From an optimization exercise on the open Yosys and OpenROAD flow, aimed at small area; shortcuts taken in it are not production practice. Function was checked by simulation only, so behaviour that the tests miss may differ from the original. No driver is modelled on the clock port, so clocking that relies on it looks cheaper here than on a real chip. Power is estimated from default activity; no workload was simulated.

==> trial 53 <==
==> flow/design.v (excerpt) <==
module cordic_pipeline_rtl( clock, reset, ce, angle_in, sin_out, cos_out, valid_out );
input clock, reset, ce;
input signed [11:0] angle_in;
output signed [11:0] sin_out, cos_out;
output valid_out;
reg [3:0] valid_cnt;
always @(posedge clock)
  if (reset == 1'b0) valid_cnt <= 4'd15;
  else if (ce && valid_cnt != 4'd0) valid_cnt <= valid_cnt - 4'd1;
assign valid_out = (valid_cnt == 4'd0);
wire sg_1 = angle_in[11];
wire [10:0] u_2 = angle_in[10:0] ^ {11{sg_1}};
wire e_3 = (u_2 >= 11'd804);
wire e_4 = e_3 ? (u_2 >= 11'd1279) : (u_2 >= 11'd329);
wire e_5 = e_3 ? (e_4 ? (u_2 >= 11'd1530) : (u_2 >= 11'd1028)) : (e_4 ? (u_2 >= 11'd580) : (u_2 >= 11'd78));
wire [13:0] E_6 = {sg_1, e_3, e_4, e_5, u_2[9:0]};
reg [13:0] l1_e;
wire [10:0] d_7;
wire [9:0] k_8 = (l1_e[12] ? (l1_e[11] ? (l1_e[10] ? 10'h207 : 10'h305) : (l1_e[10] ? 10'h3fd : 10'hfb)) : (l1_e[11] ? (l1_e[10] ? 10'h1bd : 10'h2bb) : (l1_e[10] ? 10'h3b3 : 10'hb1)));
wire [9:0] w_9 = l1_e[9:0] + k_8;
wire [6:0] sv_10 = (|w_9[9:8]) ? 7'd127 : w_9[7:1];
assign d_7[0] = ~l1_e[13];
assign d_7[1] = l1_e[12] ^ l1_e[13];
assign d_7[2] = l1_e[11] ^ l1_e[13];
assign d_7[3] = l1_e[10] ^ l1_e[13];
assign d_7[4] = sv_10[6] ^ l1_e[13];
assign d_7[5] = sv_10[5] ^ l1_e[13];
assign d_7[6] = sv_10[4] ^ l1_e[13];
assign d_7[7] = sv_10[3] ^ l1_e[13];
assign d_7[8] = sv_10[2] ^ l1_e[13];
assign d_7[9] = sv_10[1] ^ l1_e[13];
assign d_7[10] = sv_10[0] ^ l1_e[13];
reg [10:0] l2_d;
reg [10:0] l3_d;
reg [10:0] l4_d;
reg [10:0] l5_d;
reg [10:0] l6_d;
reg [10:0] l7_d;
reg [10:0] l8_d;
reg [10:0] l9_d;
wire signed [11:0] x_11 = (l9_d[4] ? (l9_d[3] ? (l9_d[2] ? (l9_d[1] ? (l9_d[0] ? 12'hf47 : 12'h68b) : (l9_d[0] ? 12'h4cd : 12'h481)) : (l9_d[1] ? (l9_d[0] ? 12'h271 : 12'h61d) : (l9_d[0] ? 12'h65b : 12'h1b7))) : (l9_d[2] ? (l9_d[1] ? (l9_d[0] ? 12'he9 : 12'h685) : (l9_d[0] ? 12'h5c3 : 12'h32f)) : (l9_d[1] ? (l9_d[0] ? 12'h3df : 12'h553) : (l9_d[0] ? 12'h695 : 12'h19)))) : (l9_d[3] ? (l9_d[2] ? (l9_d[1] ? (l9_d[0] ? 12'h19 : 12'h695) : (l9_d[0] ? 12'h553 : 12'h3df)) : (l9_d[1] ? (l9_d[0] ? 12'h32f : 12'h5c3) : (l9_d[0] ? 12'h685 : 12'he9))) : (l9_d[2] ? (l9_d[1] ? (l9_d[0] ? 12'h1b7 : 12'h65b) : (l9_d[0] ? 12'h61d : 12'h271)) : (l9_d[1] ? (l9_d[0] ? 12'h481 : 12'h4cd) : (l9_d[0] ? 12'h68b : 12'hf47)))));
  ...
Settings: LEC_CHECK=0, CAP_MARGIN=0, CORE_MARGIN=2, CORE_UTILIZATION=70, CTS_CLUSTER_DIAMETER=100, CTS_CLUSTER_SIZE=30, GPL_TIMING_DRIVEN=1, PLACE_DENSITY=0.75, SETUP_SLACK_MARGIN=0.1, SLEW_MARGIN=0; clock period 4.5 ns.
standard.sh (not shown) runs the stock make flow with config.mk's settings and CLKGATE_MAP_FILE= SYNTH_SCRIPT=/design/flow/synth_recipe.tcl, a recipe that flattens the netlist after the stock synthesis.
==> flow/flow/run.sh <==
#!/bin/bash
# Own layout flow: the standard flow (standard.sh) with three changes:
#  1. the port buffers use the smallest buffer cell (buf_1);
#  2. after the standard synthesis, the combinational cells other than full adders are
#     mapped again by Yosys/ABC for area, with a few ABC scripts; registers and their
#     names are untouched;
#  3. full adders are flipped in polarity (FA(~a,~b,~c) = ~FA(a,b,c)) where that
#     lowers the number of inverters (FIXINV_STRICT=0: some may move).
# Every rewritten netlist is checked against the standard synthesis's netlist by
# bit-parallel random simulation of every register input and every output port; the
# smallest checked netlist whose worst slack (ideal clock, no wires) is at least 0.25 ns
# (a margin for wires) is laid out; if none qualifies, the standard netlist is used.
set -uo pipefail
export PYTHONHASHSEED=0
export FIXINV_STRICT=0
export BUFFER_PORTS_ARGS="-buffer_cell sky130_fd_sc_hd__buf_1"
# the layout runs on one thread so that it is reproducible
sed 's/^make -C \(.*\) "\${@:-finish}"$/make -C \1 NUM_CORES=1 "${@:-finish}"/' standard.sh > standard1.sh
grep -q "NUM_CORES=1" standard1.sh || cp standard.sh standard1.sh
RES="$PWD/orfs/results/sky130hd/cordic_pipeline_rtl/base"
bash standard.sh "$RES/1_2_yosys.v" > standard_synth.log 2>&1 || exit 1
cp "$RES/1_2_yosys.v" "$PWD/netlist_standard.v"
BEST="$PWD/netlist_standard.v"; BESTAREA=""
for S in default flow/abc_*.abc; do
  N=$(basename "$S" .abc)
  ARG=""; [ "$S" != default ] && ARG="-script $PWD/$S"
  mkdir -p "remap_$N"
  if python3 flow/remap.py "$PWD/netlist_standard.v" "$PWD/remap_$N/remap.v" "$PWD/remap_$N" "$ARG" > "remap_$N/remap.log" 2>&1 \
     && python3 flow/fixinv.py "$PWD/remap_$N/remap.v" "$PWD/remap_$N/fixinv.v" > "remap_$N/fixinv.log" 2>&1 \
     && python3 flow/simcheck.py "$PWD/netlist_standard.v" "$PWD/remap_$N/fixinv.v" > "remap_$N/simcheck.log" 2>&1; then
    NETLIST="$PWD/remap_$N/fixinv.v" openroad -no_init -exit flow/sta.tcl > "remap_$N/sta.log" 2>&1
    WNS=$(grep -oE "^WNS \S+" "remap_$N/sta.log" | awk '{print $2}')
    AREA=$(python3 flow/area.py "$PWD/remap_$N/fixinv.v")
    echo "$N area $AREA wns $WNS" >> choose.log
    if [ -n "$WNS" ] && python3 -c "import sys; sys.exit(0 if float('$WNS') >= 0.25 and ('$BESTAREA'=='' or float('$AREA') < float('$BESTAREA')) else 1)"; then
      BEST="$PWD/remap_$N/fixinv.v"; BESTAREA=$AREA
    fi
  else
    echo "$N failed" >> choose.log
  fi
done
echo "chosen: $BEST" >> choose.log
cp "$BEST" "$RES/1_2_yosys.v"
bash standard1.sh > standard_layout.log 2>&1
Other scripts of this flow, unchanged in this note and not shown: flow/flow/abc_s3.abc, flow/flow/abc_s5.abc, flow/flow/abc_s6.abc, flow/flow/abc_s8.abc, flow/flow/abc_s9.abc, flow/flow/area.py, flow/flow/fixinv.py, flow/flow/remap.py, flow/flow/simcheck.py, flow/flow/sta.tcl
==> build 11 (differences from trial 53) <==
CORE_UTILIZATION = 65   (was 70)
CTS_CLUSTER_SIZE = 25   (was 30)
PLACE_DENSITY = 0.7   (was 0.75)
SETUP_SLACK_MARGIN = 0.0   (was 0.1)
==> comparison table <==
item                                                                                                      build 11                 trial 53
Outcome                                                                                    complete, no violations  complete, no violations
Endpoint of the worst hold-timing path                                                                    l11_d[8]                 l6_d[10]
Final critical-path share of the clock period                                                               95.92%                   95.99%
Worst setup margin                                                                                       0.1836 ns                0.1804 ns
Gate power share                                                                                             56.1%                    58.0%
Met2 layer usage reported by global route                                                                   42.90%                   45.91%
Number of tapcells                                                                                             285                      275
DIE HEIGHT                                                                                                156.5 um                 150.9 um
Post-CTS clock slew at the launch and capture registers of the worst setup and hold paths                  0.10 ns                  0.12 ns
Worst path depth                                                                                                19                       26
Sequential Power Share                                                                                       33.5%                    32.7%
Share of the core filled with cells in the final layout                                                     72.30%                   78.15%
GR Util met1                                                                                                24.91%                   25.76%
Number of nets in the finished design                                                                        1,606                    1,617
Endpoint of the lowest-slack register-to-register path                                                    l14_y[9]                l14_y[11]
Slowest Stage Delay on Critical Path                                                                       0.59 ns                  0.56 ns
Worst Setup EP                                                                                            l14_y[9]                l14_y[11]

[port drivers added, routing unchanged]
How much do the figures lean on ideal ports? The routed layouts below were timed once more, with nothing changed but the port constraints.
Step 1 assumes that a clkbuf_16 drives the clock port and a buf_2 every other input.
Step 2 times the ports against the registers' clock, not the clock port: input delays grow and output delays shrink by t, the midpoint of the rising clock arrivals with the driver on.
Slacks: ideal / step 1 / step 2; pairs: ideal / step 1.
run | t (ns) | setup WS [ns] | cell pins on the clock port's net
trial 53 | 0.516 | 0.180 / 0.180 / 0.180 | 1
build 11 | 0.529 | 0.184 / 0.184 / 0.184 | 1
After both steps setup and hold are still met in every run listed.
